Context: an optimization exercise on an open-source flow, tuned for small area, a short achievable clock period and few clock cycles. The choices shown serve that exercise and are no tape-out recipe.
At most, simulation tests tie the RTL to the original design; equivalence was not proved.
Function not checked in run 2: the RTL went through the layout flow alone.

==> design.v <==
module mult32x32_fast_arith (
    input logic clk,              
    input logic reset,            
    input logic [31:0] a,         
    input logic [31:0] b,         
    input logic [1:0] a_sel,      
    input logic b_sel,            
    input logic [2:0] shift_sel,  
    input logic upd_prod,         
    input logic clr_prod,         
    output logic a_msb_is_0,      
    output logic b_msw_is_0,      
    output logic [63:0] product   
);
logic [7:0] a_out;
logic [15:0] b_out;
logic [23:0] mult_to_shifter;
logic [63:0] shifter_to_adder;
logic [63:0] adder;
always_comb begin
    a_msb_is_0 = 1'b0;
    b_msw_is_0 = 1'b0;
    if(a[31:24] == 0) begin
        a_msb_is_0 = 1'b1;
    end 
    if (b[31:16] == 0) begin
        b_msw_is_0 = 1'b1;
    end 
end
always_comb begin
    case (a_sel)
        2'b00: begin
            a_out = a[7:0];
        end 
        2'b01: begin
            a_out = a[15:8];
        end 
        2'b10: begin
            a_out = a[23:16];
        end 
        2'b11: begin
            a_out = a[31:24];
        end 
    endcase
end
always_comb begin
    case (b_sel)
        1'b0: begin
            b_out = b[15:0];
        end 
        1'b1: begin
            b_out = b[31:16];
        end 
    endcase
end
always_comb begin
    mult_to_shifter = a_out*b_out;
    case (shift_sel)
        3'b001: begin
            shifter_to_adder = mult_to_shifter << 8;
        end 
        3'b010: begin
            shifter_to_adder = mult_to_shifter << 16;
        end 
        3'b011: begin
            shifter_to_adder = mult_to_shifter << 24;
        end 
        3'b100: begin
            shifter_to_adder = mult_to_shifter << 32;
        end 
        3'b101: begin
            shifter_to_adder = mult_to_shifter << 40;
        end
        default: begin
            shifter_to_adder = mult_to_shifter;
        end 
    endcase
    adder = product + shifter_to_adder;
end
always_ff @(posedge clk, posedge reset) begin
    if (reset == 1'b1) begin
       product <= 64'b0;
    end
    else begin
        if(clr_prod == 1'b1) begin
            product <= 64'b0;
        end 
        else if(upd_prod == 1'b1) begin
            product <= adder;  
        end
    end
end
endmodule
module mult32x32_fast_fsm (
    input logic clk,               
    input logic reset,             
    input logic start,             
    input logic a_msb_is_0,        
    input logic b_msw_is_0,        
    output logic busy,             
    output logic [1:0] a_sel,      
    output logic b_sel,            
    output logic [2:0] shift_sel,  
    output logic upd_prod,         
    output logic clr_prod          
);
typedef enum {
    idle_st,
    AC,
    AD,
    AE,
    AF,
    BC,
    BD,
    BE,
    BF
  } sm_type;
sm_type current_state;
sm_type next_state;
always_ff @(posedge clk, posedge reset) begin
    if (reset == 1'b1) begin
        current_state <= idle_st;
    end
    else begin
        current_state <= next_state;
    end
end
always_comb begin
    next_state = current_state;
    upd_prod = 1'b0;
    clr_prod = 1'b0;
    a_sel = 2'd0;
    b_sel = 1'b0;
    shift_sel = 3'b000;
    busy = 1'b0;
    case(current_state)
        idle_st: begin
            if(start == 1'b1) begin
                next_state = AC;
                clr_prod = 1'b1;   
            end 
        end   
        AC: begin
            busy = 1'b1;
            upd_prod = 1'b1;
            next_state = AD;
        end
        AD: begin
            a_sel = 2'b01;
            shift_sel = 3'b001;
            busy = 1'b1;
            upd_prod = 1'b1;
            next_state = AE;
        end
        AE: begin
            a_sel = 2'b10;
            shift_sel = 3'b010;
            busy = 1'b1;
            upd_prod = 1'b1;
            if(a_msb_is_0 == 1 && b_msw_is_0 == 0) begin
                next_state = BC;
            end else if(a_msb_is_0 == 1 && b_msw_is_0 == 1) begin
                next_state = idle_st;
            end
            else begin 
            next_state = AF;
            end
        end
        AF: begin
            a_sel = 2'b11;
            shift_sel = 3'b011;
            busy = 1'b1;
            upd_prod = 1'b1;
            if(a_msb_is_0 == 0 && b_msw_is_0 == 1) begin
                next_state = idle_st;
            end
            else begin
                next_state = BC;
            end
        end
        BC: begin
            b_sel = 1'b1;
            shift_sel = 3'b010;
            busy = 1'b1;
            upd_prod = 1'b1;
            next_state = BD;
        end
        BD: begin
            a_sel = 2'b01;
            b_sel = 1'b1;
            shift_sel = 3'b011;
            busy = 1'b1;
            upd_prod = 1'b1;
            next_state = BE;
        end
        BE: begin
            a_sel = 2'b10;
            b_sel = 1'b1;
            shift_sel = 3'b100;
            busy = 1'b1;
            upd_prod = 1'b1;
            if(a_msb_is_0 == 1 && b_msw_is_0 == 0) begin
                next_state = idle_st;
            end
            else begin
                next_state = BF;
            end
        end
        BF: begin
            a_sel = 2'b11;
            b_sel = 1'b1;
            shift_sel = 3'b101;
            busy = 1'b1;
            upd_prod = 1'b1;
            next_state = idle_st;
        end
    endcase
end
endmodule
module mult32x32_fast (
    input logic clk,             
    input logic reset,           
    input logic start,           
    input logic [31:0] a,        
    input logic [31:0] b,        
    output logic busy,           
    output logic [63:0] product  
);
    logic [1:0] a_sel;     
    logic b_sel;          
    logic [2:0] shift_sel;
    logic upd_prod;
    logic clr_prod;
    logic a_msb_is_0;
    logic b_msw_is_0;
mult32x32_fast_fsm fast_fsm_u(
    .clk(clk),
    .reset(reset),
    .start(start),
    .a_msb_is_0(a_msb_is_0),
    .b_msw_is_0(b_msw_is_0), 
    .busy(busy),
    .a_sel(a_sel),
    .b_sel(b_sel),
    .shift_sel(shift_sel),
    .upd_prod(upd_prod),
    .clr_prod(clr_prod)
);
mult32x32_fast_arith fast_arith_u(
    .clk(clk),
    .reset(reset),
    .a(a),
    .b(b),
    .a_sel(a_sel),
    .b_sel(b_sel),
    .shift_sel(shift_sel),
    .upd_prod(upd_prod),
    .clr_prod(clr_prod),
    .a_msb_is_0(a_msb_is_0),
    .b_msw_is_0(b_msw_is_0), 
    .product(product)
);
endmodule
==> run.sh <==
#!/bin/bash
# synth_recipe.tcl (not shown) runs the flow's synth.tcl, then flattens the netlist and writes it again
# the make line also repeats each setting of config.mk as NAME=value (left out here)
make -C /OpenROAD-flow-scripts/flow DESIGN_CONFIG=/design/flow/config.mk WORK_HOME=/design/flow/orfs CLKGATE_MAP_FILE= SYNTH_SCRIPT=/design/flow/synth_recipe.tcl finish
==> config.mk <==
export PLATFORM = sky130hd
export DESIGN_NAME = mult32x32_fast
export DESIGN_NICKNAME = mult32x32_fast
export VERILOG_FILES = /design/flow/design.v
export SDC_FILE = /design/flow/constraint.sdc
export NUM_CORES = 4
export LEC_CHECK = 0
export CAP_MARGIN = 20
export CORE_MARGIN = 2
export CORE_UTILIZATION = 40
export PLACE_DENSITY = 0.6
export SLEW_MARGIN = 20
==> constraint.sdc <==
create_clock -name core_clock -period 12.0 [get_ports {clk}]
set_input_delay 2.4000 -clock core_clock [delete_from_list [all_inputs] [get_ports {clk}]]
set_output_delay 2.4000 -clock core_clock [all_outputs]
set_load 0.01 [all_outputs]
==> impl_metrics.tcl, run 1 <==
set metrics [dict create \
    status "no timing/DRC/antenna violations" \
    clockBufferDepth 2 \
    fin_nets 1808 \
    crit_family "compound AO/OA/AOI/OAI gates" \
    synth-seq-cells 68 \
    fmax_mhz 89.9 \
    crit_slowest_cell "fa_1" \
    yosysSeqAreaShare_pct 15.1 \
    drtIter0Drc 738 \
    relSlewSlack_pct 33.7 \
    timing.critical_path.buf_inv 4 \
    rsz0062_at_grt "false" \
    htreeDepth 3 \
    drv_slew 0 \
    antenna_found_initial 0 \
    cts_resized 0 \
    timing.rr.start "fast_fsm_u.current_state[1]" \
    drt_pass1_iterations 5 \
    hold_path.class "reg2reg" \
    worstPathMaxFanout 11 \
    crit_path_end_kind "register" \
    synthToLayoutAreaGrowth_pct 18.6 \
    grt_max_degree 69 \
    synth_area_leaders "dfrtp_1, fa_1, ha_1" \
    worstSetupPathType "in2reg" \
    postSynthCellCount 1439 \
    cp.required_ns 12.20 \
    drc 0 \
    final_cells 1931 \
    startpoint "a[22]" \
    wl_per_cell_um 18.0 \
    cts_setup_buffers 0 \
    yosysTopAreaCellShare_pct 15.1 \
    grt_pass1_wl_mm 56.4 \
    ff2ff_setup_slack_ns 1.23 \
    cp-start-kind "input pin" \
    period_needed_ns 11.12 \
    drt-vias-per-instance 5.63 \
    cts_tree "done" \
    grt_pass1_vias 10600 \
    grt_util_met3_pct 3.06 \
    num_vias 10900 \
    cts_buffers 9 \
    critPathArrivalTime_ns 11.32 \
    yosys.area.top_type "dfrtp_1" \
    async_flop_share_pct 100 \
    drive_gt1_share_pct 5.09 \
    tns_ns 0 \
    final_hold_viol_count 0 \
    dp_cells 1916 \
    top_usage_layer "met2" \
    cpPeakStageDelay_ns 0.54 \
    path_common_cell "a21oi_1" \
    cts_root_buf "clkbuf_16" \
    die_h_um 172 \
    ant_nets 0 \
    clkLatencyLatePin_ns 0.35 \
    reg2reg_depth 35 \
    grt_use_total_pct 24.3 \
    grtUsageMet1_pct 34.1 \
    port_buffers 131 \
    coreArea_um2 27800 \
    start_util_pct 40.5 \
    io_pins 132 \
    netlist_area_um2 11300 \
    use_met2_pct 39.5 \
    synth_edf_count 0 \
    die_width_um 172 \
    placementRows 61 \
    antenna_cells 0 \
    crit_cells 34 \
    dp.final_hpwl_mm 27.4 \
    tightest_slew_ns 0.994 \
    avgSynthCellArea_um2 7.83 \
    crit_path_end "fast_arith_u.product[37]" \
    synth_nets 1698 \
    synth_ff_type "dfrtp_1" \
    finClkSkew_ns 0.00942 \
    reg2reg_to "fast_arith_u.product[63]" \
    ys_types 75 \
    ys_warn_count 2 \
    overflow 0 \
    fin_crit_sh_pct 92.7 \
    cts_sinks 68 \
    setup_viol 0 \
    place_congestion 0.924 \
    drt_wl_total_mm 34.8 \
    path_clk_slew_ns 0.06 \
    max-cap-violations 0 \
    hold_buffers 0 \
    dieArea_um2 29500 \
]
-- placed cells by master, fill, tap and decap left out, types with 27 or more instances in the layout --
master,count
a21o_1,40
a21oi_1,93
buf_4,27
clkdlybuf4s50_1,131
dfrtp_1,68
fa_1,85
ha_1,107
inv_1,124
mux2i_1,33
nand2_1,152
nor2_1,175
o21ai_0,120
xnor2_1,35
xor2_1,38
-- cell usage after synthesis, drive strengths merged (4+ instances only) --
library cell    n
nor2          175
nand2         152
o21ai         126
inv           125
ha            107
a21oi          95
fa             85
dfrtp          68
clkbuf         50
a21o           40
xor2           39
xnor2          35
mux2i          33
o221ai         25
nor3           22
nand3          21
o21bai         19
or2            18
nand4          15
and3           14
nand2b         14
and2           13
o21a           12
a22oi          11
a22o            9
buf             9
nor2b           9
a31oi           8
nor4            7
a211oi          6
a21boi          6
o22ai           6
o31a            5
a2111oi         4
a221oi          4
o211ai          4
o311ai          4
o31ai           4
-- worst register-to-register path: cells and delay by family (launching register included) --
family	cells	cell delay, ns
compound gates	13	3.54
fa+ha+maj	6	2.79
simple gates	9	1.74
mux	2	0.97
flops	1	0.59
xor+xnor	1	0.57
buf+inv	4	0.48
-- layout make-up --
| class | instances | area [um^2] |
|---|---|---|
| fillers | 2781 | 14400 |
| multi-input cells | 1187 | 8890 |
| flip-flops and latches | 68 | 1700 |
| repair buffers | 158 | 1510 |
| well taps | 378 | 473 |
| inverters | 125 | 469 |
| clock buffers | 10 | 229 |
| clock inverters | 5 | 77.6 |
-- how the worst min path moves through the flow --
stage | startpoint | end | slack, ns | cells after the start
6_report | fast_arith_u.product[12] | fast_arith_u.product[12] | 0.52 | 2
3_5_place_dp | fast_arith_u.product[51] | fast_arith_u.product[51] | 0.51 | 2
2_1_floorplan | fast_arith_u.product[11] | fast_arith_u.product[11] | 0.54 | 2
5_1_grt | fast_arith_u.product[24] | fast_arith_u.product[24] | 0.55 | 2
3_3_place_gp | fast_arith_u.product[12] | fast_arith_u.product[12] | 0.51 | 2
4_1_cts | fast_arith_u.product[12] | fast_arith_u.product[12] | 0.53 | 2
-- registers in the layout, summed over array words and instances, names as in the netlist --
signal                    flops
fast_arith_u.product         64
fast_fsm_u.current_state      4
-- per-stage QoR --
stage | hold slack [ns] | instance area [um^2] | setup slack [ns] | utilization [%]
after floorplan | 0.539 | 11300 | 2.02 | -
after global placement | 0.508 | 13000 | 0.576 | 47.0
after global routing | 0.546 | 13400 | 0.233 | 48.1
final | 0.516 | 13400 | 0.879 | 48.1
after detailed placement | 0.511 | 13000 | 0.611 | 47.0
after CTS | 0.527 | 13400 | 0.948 | 48.1
-- layer usage --
layer / routed length, um / up-vias / part of all wire, %
met2: 16200 / 329 / 47
met3: 1910 / 51 / 5.5
li1: - / 5248 / -
met4: 743 / 0 / 2.1
met5: 0 / - / 0
met1: 16000 / 5250 / 46
-- cells by family after synthesis --
kind of cell	share of synthesized area, %
multiplexers	3.23
AND/OR/NAND/NOR	19.3
adder cells (fa/ha/maj)	27.0
AO/OA/AOI/OAI	23.4
XOR/XNOR	5.75
flip-flops	15.1
buffers and inverters	6.14
Testbench counts, summed over its fixed seeds: cycles 19,999.
==> run 2, diff against run 1 <==
==> design.v (replaced) <==
module mult32x32_fast_arith (
    input  logic [31:0] a,
    input  logic [15:0] b,
    input  logic [31:0] acc,
    output logic [47:0] s
);
    assign s = a * b + {16'd0, acc};
endmodule
module mult32x32_fast_fsm (
    input  logic clk,
    input  logic reset,
    input  logic start,
    input  logic b_msw_is_0,
    output logic busy,
    output logic go
);
    assign go = start & ~busy;
    always_ff @(posedge clk, posedge reset) begin
        if (reset)
            busy <= 1'b0;
        else
            busy <= go & ~b_msw_is_0;
    end
endmodule
module mult32x32_fast (
    input  logic        clk,
    input  logic        reset,
    input  logic        start,
    input  logic [31:0] a,
    input  logic [31:0] b,
    output logic        busy,
    output logic [63:0] product
);
    logic        go;
    logic [47:0] s;
    mult32x32_fast_fsm fsm_u (
        .clk(clk), .reset(reset), .start(start), .b_msw_is_0(b[31:16] == 16'd0),
        .busy(busy), .go(go)
    );
    mult32x32_fast_arith arith_u (
        .a(a), .b(busy ? b[31:16] : b[15:0]),
        .acc(busy ? product[47:16] : 32'd0), .s(s)
    );
    always_ff @(posedge clk) begin
        if (go)
            product <= {16'd0, s};
        else if (busy)
            product <= {s, product[15:0]};
    end
endmodule
==> impl_metrics.tcl, run 2 <==
set metrics [dict create \
    tns_ns 0 \
    tightest_slew_ns 0.953 \
    max-cap-violations 0 \
    final_hold_viol_count 0 \
    yosysTopAreaCellShare_pct 44.4 \
    path_common_cell "fa_1" \
    coreArea_um2 50200 \
    ant_nets 0 \
    hold_path.class "reg2reg" \
    ys_warn_count 2 \
    drt-vias-per-instance 5.07 \
    largest_reg_flops 64 \
    placementRows 82 \
    crit_family "adder cells" \
    fmax_mhz 106 \
    drive_gt1_share_pct 2.93 \
    grt_max_degree 51 \
    cts_tree "done" \
    start_util_pct 40.5 \
    hold_buffers 0 \
    synth_nets 2927 \
    die_h_um 229 \
    top_register "product" \
    period_needed_ns 9.41 \
    async_flop_share_pct 1.54 \
    port_buffers 131 \
    synth_ff_type "edfxtp_1" \
    postSynthCellCount 2288 \
    synth-seq-cells 65 \
    synth_area_leaders "fa_1, inv_1, nand2_1" \
    setup_viol 0 \
    htreeDepth 3 \
    num_vias 15200 \
    grt_pass1_wl_mm 89.4 \
    yosysSeqAreaShare_pct 8.80 \
    cp-start-kind "input pin" \
    cp.required_ns 12.07 \
    fin_crit_sh_pct 78.4 \
    cts_setup_buffers 0 \
    layout_common_cells "inv_1, fa_1, nand2_1" \
    synthMuxAreaShare_pct 1.25 \
    worstPathMaxFanout 24 \
    clkLatencyLatePin_ns 0.33 \
    synth.most_common_cell "inv_1" \
    antenna_cells 0 \
    cts_root_buf "clkbuf_16" \
    wl_per_cell_um 18.3 \
    grt_pass1_vias 16900 \
    synthToLayoutAreaGrowth_pct 9.88 \
    crit_path_end_kind "register" \
    die_width_um 229 \
    drt_wl_total_mm 54.7 \
    antenna_found_initial 0 \
    synth_top_family_by_area "adder cells" \
    cts_resized 0 \
    relSlewSlack_pct 36.2 \
    drv_slew 0 \
    synth_fa_ha_area_share_pct 51.9 \
    fin_nets 2957 \
    ys_types 67 \
    crit_chain "clkdlybuf4s50_1 > mux2_2 > buf_4 > nand2_1 > fa_1 > inv_1 > fa_1 > fa_1 > fa_1 > fa_1 > inv_1 > fa_1 > inv_1 > ha_1 > a21o_1 > o21ba_2 > o21ai_0 > a21oi_1 > o221ai_1 > a311o_1 > xnor2_1 > mux2i_1" \
    synthXorXnorAreaFrac_pct 1.85 \
    crit_slowest_cell "mux2_2" \
    place_congestion 0.924 \
    cts_sinks 65 \
    cpPeakStageDelay_ns 0.60 \
    grt_use_total_pct 21.5 \
    yosys.area.top_type "fa_1" \
    top_regs "product x64, fsm_u.busy x1" \
    worstSetupPathType "in2reg" \
    synth_compound_area_share_pct 6.44 \
    rsz0062_at_grt "false" \
    timing.critical_path.buf_inv 5 \
    final_common_cell "inv_1" \
    overflow 0 \
    status "no timing/DRC/antenna violations" \
    clockBufferDepth 2 \
    avgSynthCellArea_um2 8.88 \
    netlist_area_um2 20300 \
    yosys.area_share.simple_pct 16.8 \
    drtIter0Drc 901 \
    drt_pass1_iterations 6 \
    synth.top_cells.by_count "inv_1, fa_1, nand2_1" \
    path_clk_slew_ns 0.06 \
    dp.final_hpwl_mm 45.8 \
    critPathArrivalTime_ns 9.48 \
    dieArea_um2 52600 \
    io_pins 132 \
    finClkSkew_ns 0.0102 \
    drc 0 \
    synth_edf_count 48 \
    cts_buffers 9 \
]
[run 2: cell types whose count changed in the layout (fill, tap and decap cells not counted), moves of 17 or more]
cell and delta:
a21oi_1 -43, and2_1 +216, buf_4 -17, dfrtp_1 -68, edfxtp_1 +48, fa_1 +365, inv_1 +429, mux2i_1 -29
nand2_1 +260, nor2_1 -142, o21ai_0 -85, o221ai_1 -20, xor2_1 -22
[run 2: cells by family after synthesis]
logic type	Yosys count
xor+xnor	43
mux	23
compound gates	189
flops	65
fa+ha+maj	572
buf+inv	675
simple gates	721
[run 2: worst register-to-register path: stages (launching register included)]
cell      delay, ns
dfrtp_2        0.61
mux2_2         0.69
buf_4          0.30
nand2_1        0.09
fa_1           0.58
inv_1          0.05
fa_1           0.48
fa_1           0.60
fa_1           0.47
fa_1           0.50
inv_1          0.05
fa_1           0.47
inv_1          0.04
ha_1           0.40
a21o_1         0.24
o21ba_2        0.26
o21ai_0        0.14
a21oi_1        0.21
o221ai_1       0.21
a311o_1        0.45
xnor2_1        0.35
mux2i_1        0.12
[run 2: stage by stage]
stage          setup slack [ns]  instance area, um^2  utilization (%)  std cells  hold WS (ns)
6_report                   2.59                22300             44.5       2995         0.449
2_1_floorplan              3.59                20300                -       2288         0.471
4_1_cts                    2.64                22300             44.5       2995         0.452
5_1_grt                    2.30                22300             44.5       2995         0.490
3_5_place_dp               2.27                22000             43.8       2979         0.444
3_3_place_gp               2.35                22000             43.8       2979         0.444
[run 2: layout make-up]
cell class / count / area, um^2
fillers: 4889 / 27900
multi-input cells: 1548 / 15900
inverters: 553 / 2080
flip-flops and latches: 65 / 1790
repair buffers: 141 / 1390
well taps: 672 / 841
clock buffers: 10 / 229
clock inverters: 6 / 115
[run 2: metal layers]
layer,up-vias,GRT usage (%),wire (um)
li1,6799,-,-
met1,7855,26.9,22400
met2,427,39.5,28600
met3,96,1.84,2160
met4,0,6.09,1560
met5,-,0,0
[run 2: path summary, 6_finish.rpt]
path                       slack, ns         from  cells past startpoint     endpoint
setup / recovery                2.59        b[23]                     22  product[47]
max in group asynchronous       9.62        reset                      2   fsm_u.busy
hold / removal                  0.45  product[63]                      2  product[63]
min in group asynchronous       2.24        reset                      2   fsm_u.busy
hold reg to reg                 0.45  product[63]                      2  product[63]
setup reg to reg                4.44   fsm_u.busy                     21  product[47]

## re-timing with driven ports
The flow's constraints put no driver on any port. The routed layouts listed below were extracted and timed again, unchanged, in two steps. Step 1: set_driving_cell puts a clkbuf_16 on clk and a buf_2 on each other input, an assumption about the parent block. Step 2, shift: input delay + t, output delay - t, t = (earliest + latest rising clock arrival at the registers) / 2. This alone moves slack from input paths to output paths. Slacks: ideal / step 1 / step 2; pairs: ideal / step 1.
run	shift t [ns]	setup WS [ns]	hold WS [ns]
run 1	0.396	0.878 / 0.905 / 0.510	0.516 / 0.516 / 0.516
run 2	0.365	2.587 / 2.601 / 2.236	0.449 / 0.449 / 0.449
After both steps setup and hold are still met in every run listed. The setup slack of run 1, which loses most, moves by +0.027 ns with the drivers and by -0.368 ns with both steps.
